This design comes from an exercise in tuning for small area, a short achievable clock period and few clock cycles on the open sky130 flow, not from production work.
The RTL was checked by simulation tests, not by an equivalence proof against the original design.

Design MTX_MUL, start of the top module:
module MTX_MUL( MP, ready, m1, m2, load, clk );
	input[7:0] m1, m2;
	input load, clk;
	output[17:0] MP;
	output ready;
	reg [4:0] cnt;
	reg pl, run, rdy;
	wire [4:0] idx = ( load & ~pl ) ? 5'd0 : cnt;
	always @( posedge clk ) begin
		pl  <= load;
		cnt <= idx + 5'd1;
		run <= load | ( run & ( idx != 5'd31 ) );
		rdy <= run & ( idx >= 5'd15 ) & ( idx != 5'd31 );
	end
	reg [7:0] a [0:11];
	integer k;
	always @( posedge clk ) begin
		a[0] <= m1;
		for( k = 1; k < 12; k = k + 1 ) a[k] <= a[k-1];
	end
	reg [7:0] ar0, ar1, ar2, ar3;
	always @( posedge clk ) begin
		if( idx[1:0] == 2'b00 ) begin
			ar0 <= a[11];
			ar1 <= a[10];
		end
		if( idx[1:0] == 2'b01 ) begin
			ar2 <= a[10];
			ar3 <= a[9];
		end
	end
	reg [7:0] b0 [0:3];
	reg [7:0] b1 [0:3];
	reg [7:0] b2 [0:3];
	reg [7:0] b3 [0:3];
	always @( posedge clk ) begin
		b0[0] <= ( load && idx[3:2] == 2'd0 ) ? m2 : b0[3];
  ...
Size: ~1,100 cells after synthesis, roughly 350 flip-flops, about 37 I/O pins.
clock: 9.0 ns
lec_check: 0
abc_clock_period_in_ps: 4000
cap_margin: 20
core_margin: 2
core_utilization: 75
cts_buf_list: sky130_fd_sc_hd__clkbuf_8
cts_cluster_diameter: 50
cts_cluster_size: 20
setup_slack_margin: 4.9
slew_margin: 20
synth_hierarchical: 1
synth_minimum_keep_size: 0
run.sh (not shown) runs the stock make flow with config.mk's settings and CLKGATE_MAP_FILE= SYNTH_SCRIPT=/design/flow/synth_recipe.tcl, a recipe that flattens the netlist after the stock synthesis.
Testbench counts at the start, summed over its fixed seeds: cycles 6,144.
Edit:
CORE_UTILIZATION = 40   (was 75)
CTS_BUF_LIST = default   (was sky130_fd_sc_hd__clkbuf_8)
CTS_CLUSTER_DIAMETER = default   (was 50)
CTS_CLUSTER_SIZE = default   (was 20)
- The changed run completed with no timing, DRC or antenna violations
- maximum frequency goes up by 2.3%
- utilization came out lower by 36 points
- worst setup slack gets better by 92 ps
- worst hold slack improved by 10 ps
Edit:
CORE_UTILIZATION = 75   (was 40)
CTS_BUF_LIST = sky130_fd_sc_hd__clkbuf_8   (was default)
CTS_CLUSTER_DIAMETER = 50   (was default)
CTS_CLUSTER_SIZE = 20   (was default)
SETUP_SLACK_MARGIN = 5.0   (was 4.9)
Worst setup slack gains 8.4 ps. Die area came out lower by 46%. Global-route usage came out higher by 13 points. Final area came out lower by 5.8%. Clock-buffer cell count came out lower by 21. Utilization came out higher by 36 points. Routed wire length came out lower by 0.57%. Via count came out higher by 1.8%. Final cell count came out lower by 14%. Hold slack loses 10 ps.
Edit:
CTS_BUF_LIST = sky130_fd_sc_hd__clkbuf_4 sky130_fd_sc_hd__clkbuf_8 sky130_fd_sc_hd__clkbuf_16   (was sky130_fd_sc_hd__clkbuf_8)
CTS_CLUSTER_DIAMETER = default   (was 50)
CTS_CLUSTER_SIZE = 16   (was 20)
SETUP_SLACK_MARGIN = 4.9   (was 5.0)
=> Synthesized area is unchanged. Utilization is higher by 2.7 points. Die area is unchanged. Cell area increases by a few percent. Critical path depth is unchanged. Routed wire length came out higher by a little under a tenth. Clock skew decreases by 36 ps. Cell count is higher slightly.

========
Another version of the RTL of MTX_MUL (not shown whole).
Size: about 1100 cells after synthesis, about 350 flip-flops, ~15000 um2 of cells after synthesis.
clock: 9.0 ns
lec_check: 0
abc_clock_period_in_ps: 4000
cap_margin: 20
core_margin: 2
core_utilization: 75
cts_buf_list: sky130_fd_sc_hd__clkbuf_8
cts_cluster_diameter: 50
cts_cluster_size: 20
setup_slack_margin: 5.0
slew_margin: 20
synth_hierarchical: 1
synth_minimum_keep_size: 0
standard.sh (not shown) runs the stock make flow with config.mk's settings and CLKGATE_MAP_FILE= SYNTH_SCRIPT=/design/flow/synth_recipe.tcl, a recipe that flattens the netlist after the stock synthesis.
==> flow/flow/run.sh <==
#!/bin/bash
# The standard layout (standard.sh), with two changes: ports are buffered with
# buf_1 instead of the default buffer, and CTS uses clkbuf_8 sink clusters
# without dummy loads. Each tool's output goes to flow.log here.
set -euo pipefail
bash standard.sh \
  "BUFFER_PORTS_ARGS=-buffer_cell sky130_fd_sc_hd__buf_1" \
  "CTS_ARGS=-sink_clustering_enable -repair_clock_nets -sink_clustering_size 20 -sink_clustering_max_diameter 50 -buf_list sky130_fd_sc_hd__clkbuf_8 -dont_use_dummy_load" \
  SETUP_SLACK_MARGIN=5.35 finish > flow.log 2>&1
The starting point completed without violations.
Testbench counts at the start, summed over its fixed seeds: cycles 6,144.
==> next run, changes <==
==> flow/flow/run.sh (replaced) <==
#!/bin/bash
# The standard layout (standard.sh), with three changes: ports are buffered with
# buf_1 instead of the default buffer; CTS uses clkbuf_8 sink clusters without
# dummy loads; and timing repair aims at 5.1 ns of setup slack (a 3.9 ns period),
# the clock itself staying at the design's period.
# make's output goes to flow.log here; each ORFS step also keeps its own log
# under orfs/logs/.
set -euo pipefail
bash standard.sh \
  "BUFFER_PORTS_ARGS=-buffer_cell sky130_fd_sc_hd__buf_1" \
  "CTS_ARGS=-sink_clustering_enable -repair_clock_nets -sink_clustering_size 20 -sink_clustering_max_diameter 50 -buf_list sky130_fd_sc_hd__clkbuf_8 -dont_use_dummy_load" \
  SETUP_SLACK_MARGIN=5.1 \
  finish > flow.log 2>&1
Clock skew drops by 8.7 ps.
Via count drops by a few percent.
Final area drops slightly.

========
Another version of the RTL of MTX_MUL (not shown whole).
For scale: about 1100 cells after synthesis, roughly 350 flip-flops, roughly 37 I/O pins, ~14000 um^2 of cells after synthesis.
export LEC_CHECK = 0
export ABC_CLOCK_PERIOD_IN_PS = 4000
export CAP_MARGIN = 20
export CORE_MARGIN = 2
export CORE_UTILIZATION = 75
export CTS_BUF_LIST = sky130_fd_sc_hd__clkbuf_8
export CTS_CLUSTER_DIAMETER = 50
export CTS_CLUSTER_SIZE = 20
export SETUP_SLACK_MARGIN = 5.0
export SLEW_MARGIN = 20
export SYNTH_HIERARCHICAL = 1
export SYNTH_MINIMUM_KEEP_SIZE = 0
create_clock -name core_clock -period 9.0 [get_ports {clk}]
==> flow/flow/run.sh <==
#!/bin/bash
# The standard layout (standard.sh), with three changes: ports are buffered with
# buf_1 instead of the default buffer; CTS uses clkbuf_8 sink clusters without
# dummy loads; and timing repair aims at 5.1 ns of setup slack (a 3.9 ns period),
# the clock itself staying at the design's period.
# make's output goes to flow.log here; each ORFS step also keeps its own log
# under orfs/logs/.
set -euo pipefail
bash standard.sh \
  "BUFFER_PORTS_ARGS=-buffer_cell sky130_fd_sc_hd__buf_1" \
  "CTS_ARGS=-sink_clustering_enable -repair_clock_nets -sink_clustering_size 20 -sink_clustering_max_diameter 50 -buf_list sky130_fd_sc_hd__clkbuf_8 -dont_use_dummy_load" \
  SETUP_SLACK_MARGIN=5.15 \
  finish > flow.log 2>&1
Testbench counts at the start, summed over its fixed seeds: cycles 6,144.
==> next run, changes <==
--- a/flow/flow/run.sh
+++ b/flow/flow/run.sh
@@ -12 +12 @@
-  SETUP_SLACK_MARGIN=5.15 \
+  SETUP_SLACK_MARGIN=5.05 \
Effect: Final area is about the same. Utilization is about the same. Synthesized cell count stays the same. Cell count stays the same. Global-route usage drops by 0.25 points. Count of clock-buffer cells in the layout climbs by 1. Sequential cell count stays the same. Register-to-register slack loses 0.03 ns. Fmax drops by 1.2%.

========
MTX_MUL, a different RTL version from the one above (not shown whole).
Size in the first run: about 350 flip-flops, ~37 I/O pins, roughly 15,000 sq um of cells after synthesis.
==> flow/config.mk <==
export PLATFORM = sky130hd
export DESIGN_NAME = MTX_MUL
export DESIGN_NICKNAME = MTX_MUL
export VERILOG_FILES = /design/flow/design.v
export SDC_FILE = /design/flow/constraint.sdc
export NUM_CORES = 4
export LEC_CHECK = 0
export ABC_CLOCK_PERIOD_IN_PS = 4000
export CAP_MARGIN = 20
export CORE_MARGIN = 2
export CORE_UTILIZATION = 75
export CTS_BUF_LIST = sky130_fd_sc_hd__clkbuf_8
export CTS_CLUSTER_DIAMETER = 50
export CTS_CLUSTER_SIZE = 20
export SETUP_SLACK_MARGIN = 5.0
export SLEW_MARGIN = 20
export SYNTH_HIERARCHICAL = 1
export SYNTH_MINIMUM_KEEP_SIZE = 0
==> flow/constraint.sdc <==
create_clock -name core_clock -period 9.0 [get_ports {clk}]
set_input_delay 1.8000 -clock core_clock [delete_from_list [all_inputs] [get_ports {clk}]]
set_output_delay 1.8000 -clock core_clock [all_outputs]
set_load 0.01 [all_outputs]
==> flow/flow/run.sh <==
#!/bin/bash
# The standard layout (standard.sh), with two changes: ports are buffered with
# buf_1 instead of the default buffer, and CTS uses clkbuf_8 sink clusters
# without dummy loads. Each tool's output goes to flow.log here.
set -euo pipefail
bash standard.sh \
  "BUFFER_PORTS_ARGS=-buffer_cell sky130_fd_sc_hd__buf_1" \
  "CTS_ARGS=-sink_clustering_enable -repair_clock_nets -sink_clustering_size 20 -sink_clustering_max_diameter 50 -buf_list sky130_fd_sc_hd__clkbuf_8 -dont_use_dummy_load" \
  SETUP_SLACK_MARGIN=5.1 finish > flow.log 2>&1
Testbench counts at the start, summed over its fixed seeds: cycles 6,144.
Change:
--- a/flow/flow/run.sh
+++ b/flow/flow/run.sh
@@ -8,2 +8,2 @@
   "CTS_ARGS=-sink_clustering_enable -repair_clock_nets -sink_clustering_size 20 -sink_clustering_max_diameter 50 -buf_list sky130_fd_sc_hd__clkbuf_8 -dont_use_dummy_load" \
-  SETUP_SLACK_MARGIN=5.1 finish > flow.log 2>&1
+  finish > flow.log 2>&1
Effect: Maximum frequency is lower by a few percent. Clock-buffer cell count does not change. Hold slack gets better by 0.039 ns.

afterwards: timing with drivers on the ports:
No port has a modelled driver above. Below, the same layouts with a new extraction and two added sets of constraints.
Step 1 (the two cells are an assumption about what drives the block):
set clk [get_ports {clk}]
set_driving_cell -lib_cell sky130_fd_sc_hd__clkbuf_16 $clk
set_driving_cell -lib_cell sky130_fd_sc_hd__buf_2 [delete_from_list [all_inputs] $clk]
Step 2 moves the port delays by t, midway between the first and last clock arrival at a register: inputs arrive t later, outputs are due t later. That takes back most of the time a late clock gives input paths.
a / b / c = ideal ports / drivers / drivers and shift; a / b = the first two.
run | shift t [ns] | setup slack, ns | worst setup path after step 2
the first run of note 1 | 0.633 | 4.930 / 4.909 / 4.909 | input to output
the second run of note 1 | 0.577 | 5.022 / 5.003 / 5.003 | input to output
the third run of note 1 | 0.633 | 5.030 / 5.009 / 5.009 | input to output
the fourth run of note 1 | 0.596 | 5.008 / 4.987 / 4.987 | input to output
the first run of note 2 | 0.602 | 5.107 / 5.076 / 5.076 | input to output
the second run of note 2 | 0.585 | 5.109 / 5.058 / 5.058 | input to output
the first run of note 3 | 0.590 | 5.131 / 5.085 / 5.085 | input to output
the second run of note 3 | 0.586 | 5.084 / 5.053 / 5.053 | input to output
the first run of note 4 | 0.579 | 5.111 / 5.070 / 5.070 | input to output
the second run of note 4 | 0.590 | 5.023 / 5.004 / 5.004 | input to output
After both steps every run listed still meets setup and hold. The setup slack of the second run of note 2, which loses most, moves by -0.051 ns with the drivers and by -0.051 ns with both steps.
